From an optimization exercise on the open Yosys and OpenROAD flow, aimed at small area; shortcuts taken in it are not production practice. Where RTL was checked, it was by simulation tests only, not by an equivalence proof against the original. No activity file was given, so power comes from the tool's default toggle rates.

==> flow/design.v (excerpt) <==
module FPGA_ScoreBoard_TOP(
	input CLK_50MHZ,
	input BTN_WEST,
	input RS232_DCE_RXD,
	output RS232_DCE_TXD,
	output [21:0] NF_A,
	input [7:0] NF_D_I,
	output [7:0] NF_D_O,
	output NF_D_OE,
	output NF_CE, NF_BYTE, NF_OE,
	output reg NF_RP,
	output NF_WE, NF_WP
);
Size in the first run: about 260 cells after synthesis, ~49 I/O pins, roughly 2600 um^2 of cells after synthesis.
export LEC_CHECK = 0
export CAP_MARGIN = 20
export CORE_MARGIN = 2
export CORE_UTILIZATION = 40
export GPL_TIMING_DRIVEN = 0
export SLEW_MARGIN = 20
create_clock -name core_clock -period 20.0 [get_ports {CLK_50MHZ}]
standard.sh (not shown) runs the stock make flow with config.mk's settings and CLKGATE_MAP_FILE= SYNTH_SCRIPT=/design/flow/synth_recipe.tcl, a recipe that flattens the netlist after the stock synthesis.
==> flow/flow/run.sh <==
#!/bin/bash
# Layout flow: the standard flow (standard.sh) with these settings changed:
#  - synthesis: adders are left to ABC instead of being mapped to half/full-adder cells
#    (ADDER_MAP_FILE empty), and ABC maps with Yosys's default area script, given only the
#    liberty file and don't-use list (flow/abc_args.tcl) instead of ORFS's speed script;
#  - ports are buffered with sky130_fd_sc_hd__buf_1;
#  - the constant outputs share the one tie cell synthesis makes (SKIP_REPAIR_TIE_FANOUT);
#  - CTS builds its tree from sky130_fd_sc_hd__clkbuf_4 without dummy loads;
#  - after global routing, repair_timing downsizes gates off the critical paths (RECOVER_POWER).
# The synthesis script is synth_recipe.tcl with only its source line pointed at the edited copy of
# ORFS's synth.tcl, so synth still runs with -nofsm -noshare and the netlist is flattened and
# renamed as synth_recipe.tcl does. Each tool's output goes to the logs ORFS writes under
# orfs/logs; make's own output goes to flow_make.log.
set -euo pipefail
W=$(pwd)
{ cat "$W/flow/abc_args.tcl"
  sed 's|log_cmd abc {\*}\$abc_args|log_cmd abc {*}[flow_abc_args $abc_args]|' "$FLOW_HOME/scripts/synth.tcl"
} > "$W/flow_synth.tcl"
grep -q 'log_cmd abc {\*}\[flow_abc_args \$abc_args\]' "$W/flow_synth.tcl"
sed "s|source \$::env(SCRIPTS_DIR)/synth.tcl|source $W/flow_synth.tcl|" \
  "$W/synth_recipe.tcl" > "$W/flow_synth_recipe.tcl"
grep -q "source $W/flow_synth.tcl" "$W/flow_synth_recipe.tcl"
sed "s|SYNTH_SCRIPT=[^ ]*|SYNTH_SCRIPT=$W/flow_synth_recipe.tcl|" "$W/standard.sh" > "$W/flow_standard.sh"
grep -q "SYNTH_SCRIPT=$W/flow_synth_recipe.tcl" "$W/flow_standard.sh"
bash "$W/flow_standard.sh" ADDER_MAP_FILE= SKIP_REPAIR_TIE_FANOUT=1 RECOVER_POWER=100 \
  "BUFFER_PORTS_ARGS=-buffer_cell sky130_fd_sc_hd__buf_1" \
  "CTS_ARGS=-sink_clustering_enable -repair_clock_nets -dont_use_dummy_load -buf_list sky130_fd_sc_hd__clkbuf_4 -sink_clustering_size 20" \
  finish > "$W/flow_make.log" 2>&1
==> flow/flow/abc_args.tcl <==
# The arguments of ORFS's abc call without its -script, -constr and -D options: Yosys's default
# ABC script then maps for area with the liberty file and don't-use list alone.
proc flow_abc_args { args_in } {
  set out {}
  set skip 0
  foreach a $args_in {
    if { $skip } {
      set skip 0
      continue
    }
    if { $a in {-script -constr -D} } {
      set skip 1
      continue
    }
    lappend out $a
  }
  return $out
}
==> next run, changes <==
--- a/flow/config.mk
+++ b/flow/config.mk
@@ -10,3 +10,2 @@
 export CORE_UTILIZATION = 40
-export GPL_TIMING_DRIVEN = 0
 export SLEW_MARGIN = 20
The new run finished with timing, DRC and antenna clean.
Non-clock buffer count falls by 14.
Via count falls by 5.1%.
Clock power falls by about 2%.
Power falls by 1.6%.
Sequential power hardly moves.
Utilization falls by 1.7 points.
Synthesized cell count is unchanged.
==> next run, changes <==
--- a/flow/flow/run.sh
+++ b/flow/flow/run.sh
@@ -7,4 +7,3 @@
 #  - the constant outputs share the one tie cell synthesis makes (SKIP_REPAIR_TIE_FANOUT);
-#  - CTS builds its tree from sky130_fd_sc_hd__clkbuf_4 without dummy loads;
-#  - after global routing, repair_timing downsizes gates off the critical paths (RECOVER_POWER).
+#  - CTS builds its tree from sky130_fd_sc_hd__clkbuf_4 without dummy loads.
 # The synthesis script is synth_recipe.tcl with only its source line pointed at the edited copy of
@@ -24,3 +23,3 @@
 grep -q "SYNTH_SCRIPT=$W/flow_synth_recipe.tcl" "$W/flow_standard.sh"
-bash "$W/flow_standard.sh" ADDER_MAP_FILE= SKIP_REPAIR_TIE_FANOUT=1 RECOVER_POWER=100 \
+bash "$W/flow_standard.sh" ADDER_MAP_FILE= SKIP_REPAIR_TIE_FANOUT=1 \
   "BUFFER_PORTS_ARGS=-buffer_cell sky130_fd_sc_hd__buf_1" \
What happened:
- The changed run produced a clean layout
- sequential power is about the same
- die area is unchanged
- critical path depth is unchanged

========
## run A
The RTL this note starts from:
==> flow/design.v <==
module FPGA_ScoreBoard_TOP(
	input CLK_50MHZ,
	input BTN_WEST,
	input RS232_DCE_RXD,
	output RS232_DCE_TXD,
	output [21:0] NF_A,
	input [7:0] NF_D_I,
	output [7:0] NF_D_O,
	output NF_D_OE,
	output NF_CE, NF_BYTE, NF_OE,
	output reg NF_RP,
	output NF_WE, NF_WP
);
wire clk = CLK_50MHZ;
wire rst = BTN_WEST;
reg [1:0] bc;                  
reg [15:0] acc;
reg tick_rx, tick_tx;
wire [15:0] acc_next = acc + 16'd151;
always @(posedge clk)
	if (rst) begin acc <= 16'h0800; tick_rx <= 0; tick_tx <= 0; end
	else begin
		acc <= acc_next;
		tick_rx <= acc[11] & ~acc_next[11];
		tick_tx <= tick_rx & (acc[15:12] == 4'd8);
	end
reg mdone;
wire mrst = ~mdone;
always @(posedge clk)
	if (rst) mdone <= 0;
	else if (acc[11:0] == 12'd3991) mdone <= 1;
always @(posedge clk) NF_RP <= rst;
reg rx_s1, rx_s2, rx_m;
reg r2, r3;
reg [7:0] rc;
reg [7:0] rxdata;              
wire maj = (r3 & r2) | (r3 & rx_s2) | (r2 & rx_s2);
wire rx_idle = (rc == 8'd255);
wire bytedone = ~mrst & tick_rx & (rc == 8'd0);
wire rx_shift = ~mrst & tick_rx & ~rx_idle & (rc[3:0] == 4'd4);
always @(posedge clk)
	if (tick_rx) begin rx_s1 <= RS232_DCE_RXD; rx_s2 <= rx_s1; rx_m <= rx_s2; end
always @(posedge clk)
	if (mrst) rc <= 8'd255;
	else if (tick_rx) begin
		if (rx_idle) begin if (rx_m & ~rx_s2) rc <= 8'd143; end
		else begin
			rc <= rc - 1'b1;
			if (rc[3:0] == 4'd11) r3 <= rx_s2;
			if (rc[3:0] == 4'd8) r2 <= rx_s2;
		end
	end
always @(posedge clk)
	if (rx_shift & bc != 2'd2) rxdata <= {maj, rxdata[7:1]};
reg [4:0] ps;
reg cmd_q;
reg [7:0] R;                   
reg [3:0] ts;
wire tx_wait = (ts == 4'd0) | (ts == 4'd15);
wire pickup = tick_tx & tx_wait;
always @(posedge clk)
	if (rst) ps <= (ps == 5'd11) ? 5'd12 : (ps >= 5'd13 & ps <= 5'd22) ? 5'd31 : 5'd0;
	else if (bytedone) ps <= 5'd1;
	else if (ps == 5'd0) ps <= 5'd0;
	else if (ps <= 5'd3) begin if (tick_rx) ps <= ps + 1'b1; end
	else if (ps == 5'd7 & bc != 2'd2) ps <= 5'd0;
	else if (ps == 5'd29) ps <= 5'd30;
	else if (ps == 5'd30) begin if (mrst | pickup) ps <= 5'd0; end
	else if (ps == 5'd31) ps <= 5'd0;
	else ps <= ps + 1'b1;
always @(posedge clk)
	if (rst) bc <= 0;
	else if (ps == 5'd7) bc <= (bc == 2'd2) ? 2'd0 : bc + 1'b1;
always @(posedge clk)
	if (rst) begin if (ps == 5'd11) cmd_q <= 0; end
	else if (ps == 5'd7 & bc == 2'd0) cmd_q <= rxdata[0];
wire act = (ps >= 5'd14 & ps <= 5'd23) | (ps == 5'd31);
always @(posedge clk)
	if (mrst) ts <= 4'd1;
	else if (tick_tx) begin
		if (tx_wait) ts <= (ps == 5'd30) ? 4'd4 : 4'd0;
		else if (ts[3:2] == 2'b00) ts <= 4'd0;
		else ts <= ts + 1'b1;
	end
assign RS232_DCE_TXD = (ts <= 4'd4) | ((ts >= 4'd6) & ~R[0]);
always @(posedge clk)
	if (ps == 5'd23 & cmd_q) R <= NF_D_I;
	else if ((rx_shift & bc == 2'd2) | (~mrst & tick_tx & ts >= 4'd6 & ts <= 4'd12)) R <= {maj, R[7:1]};
assign NF_A[21:8] = 14'd0;
assign NF_A[7:0] = rxdata;
assign NF_D_O = R;
assign NF_CE = ~act;
assign NF_OE = ~(act & cmd_q);
assign NF_WE = ~(act & ~cmd_q);
assign NF_D_OE = act & ~cmd_q;
assign NF_BYTE = 1'b0;
assign NF_WP = 1'b0;
endmodule
Settings: LEC_CHECK=0, CAP_MARGIN=20, CORE_MARGIN=2, CORE_UTILIZATION=40, CTS_BUF_LIST=sky130_fd_sc_hd__clkbuf_8, CTS_CLUSTER_SIZE=30, SLEW_MARGIN=20; clock period 20.0 ns.
==> flow/flow/run.sh <==
#!/bin/bash
# Layout flow: the standard flow (standard.sh) with three synthesis/placement settings changed:
#  - adders are left to ABC instead of being mapped to half/full-adder cells (ADDER_MAP_FILE empty),
#  - ABC maps with Yosys's default area-oriented script instead of ORFS's speed script,
#  - ports are buffered with sky130_fd_sc_hd__buf_1.
# The synthesis script is synth_recipe.tcl with only its source line pointed at the edited copy of
# ORFS's synth.tcl, so synth still runs with -nofsm -noshare and the netlist is flattened and
# renamed as synth_recipe.tcl does. Each tool's output goes to the logs ORFS writes under orfs/logs;
# make's own output goes to flow_make.log.
set -euo pipefail
W=$(pwd)
sed 's|log_cmd abc {\*}\$abc_args|abc {*}[lrange $abc_args 2 end-2]|' \
  "$FLOW_HOME/scripts/synth.tcl" > "$W/flow_synth.tcl"
grep -q 'abc {\*}\[lrange \$abc_args 2 end-2\]' "$W/flow_synth.tcl"
sed "s|source \$::env(SCRIPTS_DIR)/synth.tcl|source $W/flow_synth.tcl|" \
  "$W/synth_recipe.tcl" > "$W/flow_synth_recipe.tcl"
grep -q "source $W/flow_synth.tcl" "$W/flow_synth_recipe.tcl"
sed "s|SYNTH_SCRIPT=[^ ]*|SYNTH_SCRIPT=$W/flow_synth_recipe.tcl|" "$W/standard.sh" > "$W/flow_standard.sh"
grep -q "SYNTH_SCRIPT=$W/flow_synth_recipe.tcl" "$W/flow_standard.sh"
bash "$W/flow_standard.sh" ADDER_MAP_FILE= "BUFFER_PORTS_ARGS=-buffer_cell sky130_fd_sc_hd__buf_1" finish \
  > "$W/flow_make.log" 2>&1
Modified inputs, run B compared to run A
Settings: changing CTS_CLUSTER_SIZE from 30 to 20; changing CTS_BUF_LIST from sky130_fd_sc_hd__clkbuf_8 to sky130_fd_sc_hd__clkbuf_4.
==> summary.txt <==
Met2 routing resource usage after global routing: run A and run B compared, higher one is run A. Looking only at total of fill cells in the finished design, and setting everything else aside, the lower value of run A and run B goes to run A. Clock network contribution to total cell area sits lower in run B than in run A.
The following lists how run C was set up differently from run B:
Settings: a change of CORE_UTILIZATION from 40 to 70.
Findings:
Clock power share in run C vs run B: up 2.6 points. Run C vs run B: final non-filler cell total down by a little under 10%. Looking at instance area at placement, run C sits 48 um^2 below run B. In the metrics for run C and run B, the one carrying the higher horizontal die dimension is run B. The total wirelength of the detailed-routed design in run C is 1.06 times that in run B.
diff inputs: run C => run D
Settings: changing CORE_UTILIZATION from 70 to 40; removing CTS_CLUSTER_SIZE (formerly 20); removing CTS_BUF_LIST (formerly sky130_fd_sc_hd__clkbuf_4).
Notes after the runs:
Going from run C to run D, synthesized area about even, part of the power in combinational logic fell 0.6 points, number of nets in the layout rose 1, die boundary height rose 30%. In the flow results for run D and run C, the minimum clock period is smaller on run D. Run D ended with more number of standard cells in the layout, taps in and fillers out than run C. Compared with run C, run D is hungrier on power. Comparing run D and run C, the lower clock network fraction of design power is on run C. Run D vs run C: placement row count up by more than a quarter. Compared to run C, run D shows a wider setup margin. Final worst-path cycle share sits lower in run D than in run C.
Function was not checked in any run of this note: the RTL went through the layout flow alone.

-- static timing again, ports no longer ideal --
The flow's constraints put no driver on any port. The routed layouts listed below were extracted and timed again, unchanged, in two steps. Step 1 sets driving cells, clkbuf_16 on the clock port and buf_2 on the other inputs (assumed; they add their load-dependent delay and slew). Step 2 also shifts input and output timing later by t, the mid clock arrival at the registers, as if the neighbouring blocks saw the same clock. Three values: ideal ports, drivers, drivers and shift; two values: the first two.
run | t (ns) | setup WS [ns] | hold WS [ns] | worst data-port slew with drivers (ns)
the first run of note 1 | 0.403 | 14.299 / 14.273 / 14.178 | 0.434 / 0.434 / 0.434 | 0.04
the second run of note 1 | 0.396 | 14.326 / 14.301 / 14.051 | 0.453 / 0.453 / 0.453 | 0.04
the third run of note 1 | 0.410 | 14.308 / 14.284 / 14.694 | 0.452 / 0.452 / 0.452 | 0.04
run A | 0.363 | 14.310 / 14.283 / 14.491 | 0.424 / 0.424 / 0.424 | 0.03
run B | 0.431 | 14.222 / 14.195 / 14.499 | 0.438 / 0.438 / 0.438 | 0.03
run C | 0.418 | 14.202 / 14.177 / 14.408 | 0.450 / 0.450 / 0.450 | 0.03
run D | 0.363 | 14.310 / 14.283 / 14.491 | 0.424 / 0.424 / 0.424 | 0.03
After both steps every run listed still meets setup and hold. For the second run of note 1, which loses most, drivers alone change the setup slack by -0.025 ns; drivers and shift together by -0.275 ns.
